Context: an optimization exercise on an open-source flow, tuned for small area. The choices shown serve that exercise and are no tape-out recipe. Power is estimated from default activity; no workload was simulated.

## filtro_fir
module filtro_fir
  #(
    parameter WW_INPUT  = 8,
    parameter WW_OUTPUT = 8
    )
   (
    input                         clk,
    input                         i_en,
    input                         i_srst,
    input  signed [ WW_INPUT-1:0] i_data,
    output signed [WW_OUTPUT-1:0] o_data
    );
  reg  [7:0] d1;  wire [7:0] dn1;
  reg  [7:0] d2;  wire [7:0] dn2;
  reg  [7:0] d3;  wire [7:0] dn3;
  reg  [7:0] d4;  wire [7:0] dn4;
  reg  [7:0] d5;  wire [7:0] dn5;
  reg  [7:0] d6;  wire [7:0] dn6;
  reg  [7:0] d7;  wire [7:0] dn7;
  reg  [7:0] d8;  wire [7:0] dn8;
  reg  [7:0] d9;  wire [7:0] dn9;
  reg  [7:0] d10;  wire [7:0] dn10;
  reg  [7:0] d11;  wire [7:0] dn11;
  reg  [7:0] d12;  wire [7:0] dn12;
  reg  [7:0] d13;  wire [7:0] dn13;
  reg  [7:0] d14;  wire [7:0] dn14;
  wire ld = i_en & ~i_srst;     
  wire hd = ~i_en & ~i_srst;    
  wire hs = ~ld;                
  wire ls = ~hd;                
  wire f266 = ~i_data[0];
  ...
clock: 5.5 ns
lec_check: 0
cap_margin: 20
core_margin: 2
core_utilization: 55
cts_buf_list: sky130_fd_sc_hd__clkbuf_2 sky130_fd_sc_hd__clkbuf_4
cts_cluster_diameter: 60
cts_cluster_size: 20
slew_margin: 20
synth_hierarchical: 1
synth_minimum_keep_size: 0
standard.sh (not shown) runs the stock make flow with config.mk's settings and CLKGATE_MAP_FILE= SYNTH_SCRIPT=/design/flow/synth_recipe.tcl, a recipe that flattens the netlist after the stock synthesis.
==> flow/flow/run.sh <==
#!/bin/bash
# Layout flow: the standard flow (standard.sh, unchanged synthesis), with two
# changes to how the layout is built:
#  - clock tree synthesis without dummy loads (clock buffers clkbuf_2/clkbuf_4),
#  - port buffers of the smallest buffer cell.
# Each tool's output goes to standard.log here (ORFS's own logs are under orfs/logs).
set -euo pipefail
bash standard.sh \
  CTS_ARGS="-sink_clustering_enable -repair_clock_nets -dont_use_dummy_load -sink_clustering_size 20 -sink_clustering_max_diameter 60 -buf_list {sky130_fd_sc_hd__clkbuf_2 sky130_fd_sc_hd__clkbuf_4}" \
  BUFFER_PORTS_ARGS="-buffer_cell sky130_fd_sc_hd__buf_1" \
  finish > standard.log 2>&1
Change:
--- a/flow/design.v
+++ b/flow/design.v
@@ -448,88 +448,92 @@
   fir_fa u_s219 (.a(d5[7]), .b(d7[6]), .c(d9[7]), .s(s219), .co(c220));
   wire s221, c222;
   fir_xnor u_s221 (.a(c206), .b(s219), .y(s221));
   fir_or u_c222 (.a(c206), .b(s219), .y(c222));
   wire s223, c224;
   fir_fa u_s223 (.a(s221), .b(c208), .c(c210), .s(s223), .co(c224));
   wire s225, c226;
   fir_fa u_s225 (.a(s223), .b(c32), .c(c212), .s(s225), .co(c226));
   wire s227, c228;
   fir_fa u_s227 (.a(s31), .b(s225), .c(c214), .s(s227), .co(c228));
   wire s229, c230;
-  fir_fa u_s229 (.a(c216), .b(s227), .c(c218), .s(s229), .co(c230));
+  fir_ha u_s229 (.a(c216), .b(s227), .s(s229), .co(c230));
   wire s231, c232;
   fir_xnor u_s231 (.a(d7[7]), .b(c220), .y(s231));
   fir_or u_c232 (.a(d7[7]), .b(c220), .y(c232));
   wire s233, c234;
   fir_fa u_s233 (.a(s231), .b(c222), .c(c224), .s(s233), .co(c234));
   wire s235, c236;
   fir_fa u_s235 (.a(c32), .b(s233), .c(c226), .s(s235), .co(c236));
   wire s237, c238;
   fir_ha u_s237 (.a(c228), .b(s235), .s(s237), .co(c238));
   wire s239, c240;
   fir_xnor u_s239 (.a(c232), .b(c234), .y(s239));
   fir_or u_c240 (.a(c232), .b(c234), .y(c240));
   wire s241, c242;
-  fir_fa u_s241 (.a(s239), .b(c236), .c(c238), .s(s241), .co(c242));
+  fir_ha u_s241 (.a(s239), .b(c236), .s(s241), .co(c242));
   wire c243 = ~i_data[0] & s37;
   wire c244 = s50 & c243;
   wire c245 = s67 & c244;
   wire c246 = s88 & c245;
   wire c247;
   fir_maj u_c247 (.a(~i_data[4]), .b(s110), .c(c246), .y(c247));
   wire c248 = s135 & c247;
   reg  r1r0_6;
   reg  r1r1_6;
   reg  r1r0_7;
   reg  r1r1_7;
   reg  r1r0_8;
   reg  r1r0_9;
   reg  r1r1_9;
   reg  r1r0_10;
+  reg  r1r1_10;
   reg  r1r0_11;
   reg  r1r1_11;
   reg  r1r0_12;
+  reg  r1r1_12;
   reg  r1r0_13;
   reg  r1r1_13;
   reg  r1c;
   always @(posedge clk) begin
     r1r0_6 <= ~i_data[6];
     r1r1_6 <= s159;
     r1r0_7 <= s183;
     r1r1_7 <= c160;
     r1r0_8 <= s203;
     r1r0_9 <= c204;
     r1r1_9 <= s217;
     r1r0_10 <= s229;
+    r1r1_10 <= c218;
     r1r0_11 <= s237;
     r1r1_11 <= c230;
     r1r0_12 <= s241;
+    r1r1_12 <= c238;
     r1r0_13 <= c240;
     r1r1_13 <= c242;
     r1c <= c248;
   end
   wire s249, c250;
   fir_fa u_s249 (.a(r1r0_6), .b(r1r1_6), .c(r1c), .s(s249), .co(c250));
   wire s251, c252;
   fir_fa u_s251 (.a(r1r0_7), .b(r1r1_7), .c(c250), .s(s251), .co(c252));
   wire s253, c254;
   fir_ha u_s253 (.a(r1r0_8), .b(c252), .s(s253), .co(c254));
   wire s255, c256;
   fir_fa u_s255 (.a(r1r0_9), .b(r1r1_9), .c(c254), .s(s255), .co(c256));
   wire s257, c258;
-  fir_ha u_s257 (.a(r1r0_10), .b(c256), .s(s257), .co(c258));
+  fir_fa u_s257 (.a(r1r0_10), .b(r1r1_10), .c(c256), .s(s257), .co(c258));
   wire s259, c260;
   fir_fa u_s259 (.a(r1r0_11), .b(r1r1_11), .c(c258), .s(s259), .co(c260));
   wire s261, c262;
-  fir_ha u_s261 (.a(r1r0_12), .b(c260), .s(s261), .co(c262));
+  fir_fa u_s261 (.a(r1r0_12), .b(r1r1_12), .c(c260), .s(s261), .co(c262));
   wire s263, c264;
   fir_fa u_s263 (.a(r1r0_13), .b(r1r1_13), .c(c262), .s(s263), .co(c264));
   wire i265 = ~c264;
   wire [8:0] q = {i265, s263, s261, s259, s257, s255, s253, s251, s249};
   wire [7:0] sat;
   SatTruncFP #(.NB_XI(9), .NBF_XI(6), .NB_XO(8), .NBF_XO(6))
     u_sat (.i_data(q), .o_data(sat));
   reg  [7:0] r2, r3;
   always @(posedge clk) begin
     r2 <= sat;
     r3 <= r2;
=>
- worst setup slack gets better by 190 ps
- maximum frequency rises by a few percent
- flip-flop and latch count is higher by 2
- sequential share of layout area climbs by 0.71 points
- wire length went down by a few percent
- total power climbs slightly
- first-iteration DRC count drops by roughly a tenth
- die area rises slightly
- clock power is about the same
- final area drops slightly
- non-clock buffer count goes down by 4
- worst hold slack is better by 11 ps
- final cell count shrinks slightly
Function was not checked in any run of this note: the RTL went through the layout flow alone.

re-timing with driven ports:
How much do the figures lean on ideal ports? The routed layouts below were timed once more, with nothing changed but the port constraints. Step 1 sets driving cells, clkbuf_16 on the clock port and buf_2 on the other inputs (assumed; they add their load-dependent delay and slew). Step 2 adds t to the input delays and takes it off the output delays; t is the mean of the earliest and latest rising clock arrival at the registers after step 1. Input paths then give back, and output paths get back, about the clock's delay inside the block. a / b / c = ideal ports / drivers / drivers and shift; a / b = the first two.
run	t (ns)	slack for setup (ns)	worst setup path at the end	cell pins on the clock port's net
the first run	0.538	0.131 / 0.131 / 0.131	register to register	1
the second run	0.530	0.320 / 0.320 / 0.320	register to register	1
After both steps every run listed still meets setup and hold.
